Context: an optimization exercise on an open-source flow, tuned for small area, a short achievable clock period and few clock cycles per item. The choices shown serve that exercise and are no tape-out recipe.
Only simulation tests tie the RTL to the original design; equivalence was not proved.

Setup of the previous run:
==> flow/design.v (excerpt) <==
module seqpolar(i_clk, i_reset, i_stb, i_xval, i_yval, i_aux, o_busy,
		o_done, o_mag, o_phase, o_aux);
Size in the first run: about 120 flip-flops, roughly 120 I/O pins, about 13000 µm² of cells after synthesis.
make LEC_CHECK=0 CAP_MARGIN=20 CORE_MARGIN=2 CORE_UTILIZATION=60 SETUP_SLACK_MARGIN=2.5 SLEW_MARGIN=20 finish   # period 7.0 ns
run.sh (not shown) runs the stock make flow with config.mk's settings and CLKGATE_MAP_FILE= SYNTH_SCRIPT=/design/flow/synth_recipe.tcl, a recipe that flattens the netlist after the stock synthesis.
Testbench counts of the previous run, summed over its fixed seeds: cycles 18,182, items 512.
Here is what was changed in the inputs of the current run compared with the previous run.
diff --git a/flow/config.mk b/flow/config.mk
--- a/flow/config.mk
+++ b/flow/config.mk
@@ -9,4 +9,4 @@
 export CORE_MARGIN = 2
-export CORE_UTILIZATION = 60
-export SETUP_SLACK_MARGIN = 2.5
+export CORE_UTILIZATION = 40
+export SETUP_SLACK_MARGIN = 2
 export SLEW_MARGIN = 20
==> run summary <==
Clock buffer instance count of the final layout, the current run and the previous run, lower one = the previous run. Relative to the previous run, pin count of the biggest net entering global routing has gone down in the current run. Re final sum of negative setup slack: no difference whatsoever between the current run and the previous run. NOTE area enclosed by the die boundary the previous run->the current run increased by more than a quarter. Re cell count after synthesis: no difference whatsoever between the current run and the previous run. The initial antenna violation count number comes out lower for the current run vs the previous run. The core of the current run is less densely filled than that of the previous run. The number of inserted filler cells in the final layout number comes out lower for the previous run vs the current run.

========
## run X
Another version of the RTL of seqpolar (not shown whole).
For scale: ~1600 cells after synthesis, ~130 flip-flops, ~120 I/O pins.
==> flow/design.v (excerpt) <==
module seqpolar(i_clk, i_reset, i_stb, i_xval, i_yval, i_aux, o_busy,
		o_done, o_mag, o_phase, o_aux);
export LEC_CHECK = 0
export CAP_MARGIN = 20
export CORE_MARGIN = 2
export CORE_UTILIZATION = 40
export CTS_BUF_LIST = sky130_fd_sc_hd__clkbuf_8
export SETUP_SLACK_MARGIN = 2.6
export SLEW_MARGIN = 20
create_clock -name core_clock -period 7.0 [get_ports {i_clk}]
standard.sh (not shown) runs the stock make flow with config.mk's settings and CLKGATE_MAP_FILE= SYNTH_SCRIPT=/design/flow/synth_recipe.tcl, a recipe that flattens the netlist after the stock synthesis.
==> flow/flow/run.sh <==
#!/bin/bash
set -euo pipefail
export BUFFER_PORTS_ARGS="-buffer_cell sky130_fd_sc_hd__buf_1"
bash standard.sh > standard_flow.log 2>&1
Testbench counts of run X, summed over its fixed seeds: cycles 18,182, items 512.
diff inputs: run X => run P
- setting PLACE_DENSITY to 0.7 for the first time
==> comparison <==
On time the worst path needs with I/O delays and setup, run X beats run P.
Re count of clock-buffer cells in the layout: no difference whatsoever between run P and run X.
Share of the core filled with cells was higher in run P than in run X.
Run X and run P ended up with nearly the same clock network latency to the later pin of the worst-skew pair.
Run P against run X: slack of the critical path now sits lower; synthesis-to-finish area growth increased 3.7 points.
When run P is set beside run X, its fraction of area in clock buffers and inverters turns out to be 0.19 points larger.
From run X to run P the numbers moved as follows: wire length of the first global-routing pass dropped about 2.3%, ratio of cells with drive above 1 in the final layout climbed 2.9 points.

========
seqpolar again, from the RTL that the note above started with.
Design seqpolar, start of the top module:
module seqpolar(i_clk, i_reset, i_stb, i_xval, i_yval, i_aux, o_busy,
		o_done, o_mag, o_phase, o_aux);
	input	wire		i_clk, i_reset, i_stb;
	input	wire	[28:0]	i_xval, i_yval;
	input	wire		i_aux;
	output	wire		o_busy;
	output	reg		o_done;
	output	wire	[25:0]	o_mag;
	output	wire	[25:0]	o_phase;
	output	reg		o_aux;
	reg		busy;
	reg		rot;		 
	reg		k5;
	reg	[3:0]	sa;		 
	reg	[7:0]	sc;		 
	reg		sa1x, sa2x;	 
	reg		sc1x, sc2x, sc3x;	 
	reg		kbig;		 
	reg	[33:0]	xv;		 
	reg	[39:4]	yn;		 
	reg	[35:1]	ph;		 
	wire	sx = i_xval[28], sy = i_yval[28];
	wire	[33:0]	ex = { {1{sx}}, i_xval, 4'b0 };
	wire	[39:4]	ey = { {7{sy}}, i_yval };
	wire	[33:0]	ld_x = sx ? { {2{sx}}, i_xval, 3'b0 } : ex;
	wire	[35:1]	ld_p = { !sx, !(sx^sy), 33'h1c7c6e34f };
	wire		d = yn[39];			 
	wire	[35:0]	y0 = { yn[35:4], 4'b0 };
	wire	[35:0]	ya0;
	assign	ya0[0] = (sa[0] & y0[0]) | (sa[1] & y0[2]) | (sa[2] & y0[4]) | (sa[3] & y0[6]);
	assign	ya0[1] = (sa[0] & y0[1]) | (sa[1] & y0[3]) | (sa[2] & y0[5]) | (sa[3] & y0[7]);
	assign	ya0[2] = (sa[0] & y0[2]) | (sa[1] & y0[4]) | (sa[2] & y0[6]) | (sa[3] & y0[8]);
	assign	ya0[3] = (sa[0] & y0[3]) | (sa[1] & y0[5]) | (sa[2] & y0[7]) | (sa[3] & y0[9]);
	assign	ya0[4] = (sa[0] & y0[4]) | (sa[1] & y0[6]) | (sa[2] & y0[8]) | (sa[3] & y0[10]);
	assign	ya0[5] = (sa[0] & y0[5]) | (sa[1] & y0[7]) | (sa[2] & y0[9]) | (sa[3] & y0[11]);
  ...
==> flow/config.mk <==
export PLATFORM = sky130hd
export DESIGN_NAME = seqpolar
export DESIGN_NICKNAME = seqpolar
export VERILOG_FILES = /design/flow/design.v
export SDC_FILE = /design/flow/constraint.sdc
export NUM_CORES = 4
export LEC_CHECK = 0
export CAP_MARGIN = 20
export CORE_MARGIN = 2
export CORE_UTILIZATION = 40
export CTS_BUF_LIST = sky130_fd_sc_hd__clkbuf_8
export SETUP_SLACK_MARGIN = 2.6
export SLEW_MARGIN = 20
==> flow/constraint.sdc <==
create_clock -name core_clock -period 7.0 [get_ports {i_clk}]
set_input_delay 1.4000 -clock core_clock [delete_from_list [all_inputs] [get_ports {i_clk}]]
set_output_delay 1.4000 -clock core_clock [all_outputs]
set_load 0.01 [all_outputs]
run.sh (not shown) runs the stock make flow with config.mk's settings and CLKGATE_MAP_FILE= SYNTH_SCRIPT=/design/flow/synth_recipe.tcl, a recipe that flattens the netlist after the stock synthesis.
Stock flow here: none of the scripts above is used.
The first run completed with no timing, DRC or antenna violations.
Testbench counts at the start, summed over its fixed seeds: cycles 18,182, items 512.
Then changed:
==> flow/flow/run.sh (new file) <==
#!/bin/bash
set -euo pipefail
export BUFFER_PORTS_ARGS="-buffer_cell sky130_fd_sc_hd__buf_1"
bash standard.sh > standard_flow.log 2>&1
==> flow/standard.sh (new file) <==
#!/bin/bash
# synth_recipe.tcl (not shown) runs the flow's synth.tcl, then flattens the netlist and writes it again
# the make line also repeats each setting of config.mk as NAME=value (left out here)
make -C /OpenROAD-flow-scripts/flow DESIGN_CONFIG=/design/flow/config.mk WORK_HOME=/design/flow/orfs CLKGATE_MAP_FILE= SYNTH_SCRIPT=/design/flow/synth_recipe.tcl "${@:-finish}"
--- a/flow/config.mk
+++ b/flow/config.mk
@@ -11,3 +11,3 @@
 export CTS_BUF_LIST = sky130_fd_sc_hd__clkbuf_8
-export SETUP_SLACK_MARGIN = 2.6
+export SETUP_SLACK_MARGIN = 2.8
 export SLEW_MARGIN = 20
removed: flow/run.sh
After rerunning: The changed run passed the timing, DRC and antenna checks. Via count is higher by a few percent. First-iteration DRC count is lower by a few percent. Global-route usage is higher by 0.75 points. Final area is lower slightly. Register-to-register slack stays flat.

-- what the ideal ports hide --
Ports are ideal in the flow. The routed layouts listed here were re-timed in OpenROAD. Step 1, drivers: a clkbuf_16 drives i_clk and a buf_2 each remaining input, both assumed. Step 2 times the ports against the registers' clock, not the clock port: input delays grow and output delays shrink by t, the midpoint of the rising clock arrivals with the driver on. a / b / c = ideal / step 1 / step 2; a / b = the first two.
run | t (ns) | setup WS [ns] | worst setup path at the end
the previous run | 0.477 | 2.467 / 2.467 / 2.467 | register to register
the current run | 0.486 | 2.219 / 2.219 / 2.219 | register to register
run X | 0.528 | 2.537 / 2.537 / 2.537 | register to register
run P | 0.521 | 2.440 / 2.440 / 2.440 | register to register
the first run of note 3 | 0.526 | 2.466 / 2.466 / 2.466 | register to register
the second run of note 3 | 0.546 | 2.463 / 2.463 / 2.463 | register to register
After both steps setup and hold are still met in every run listed.
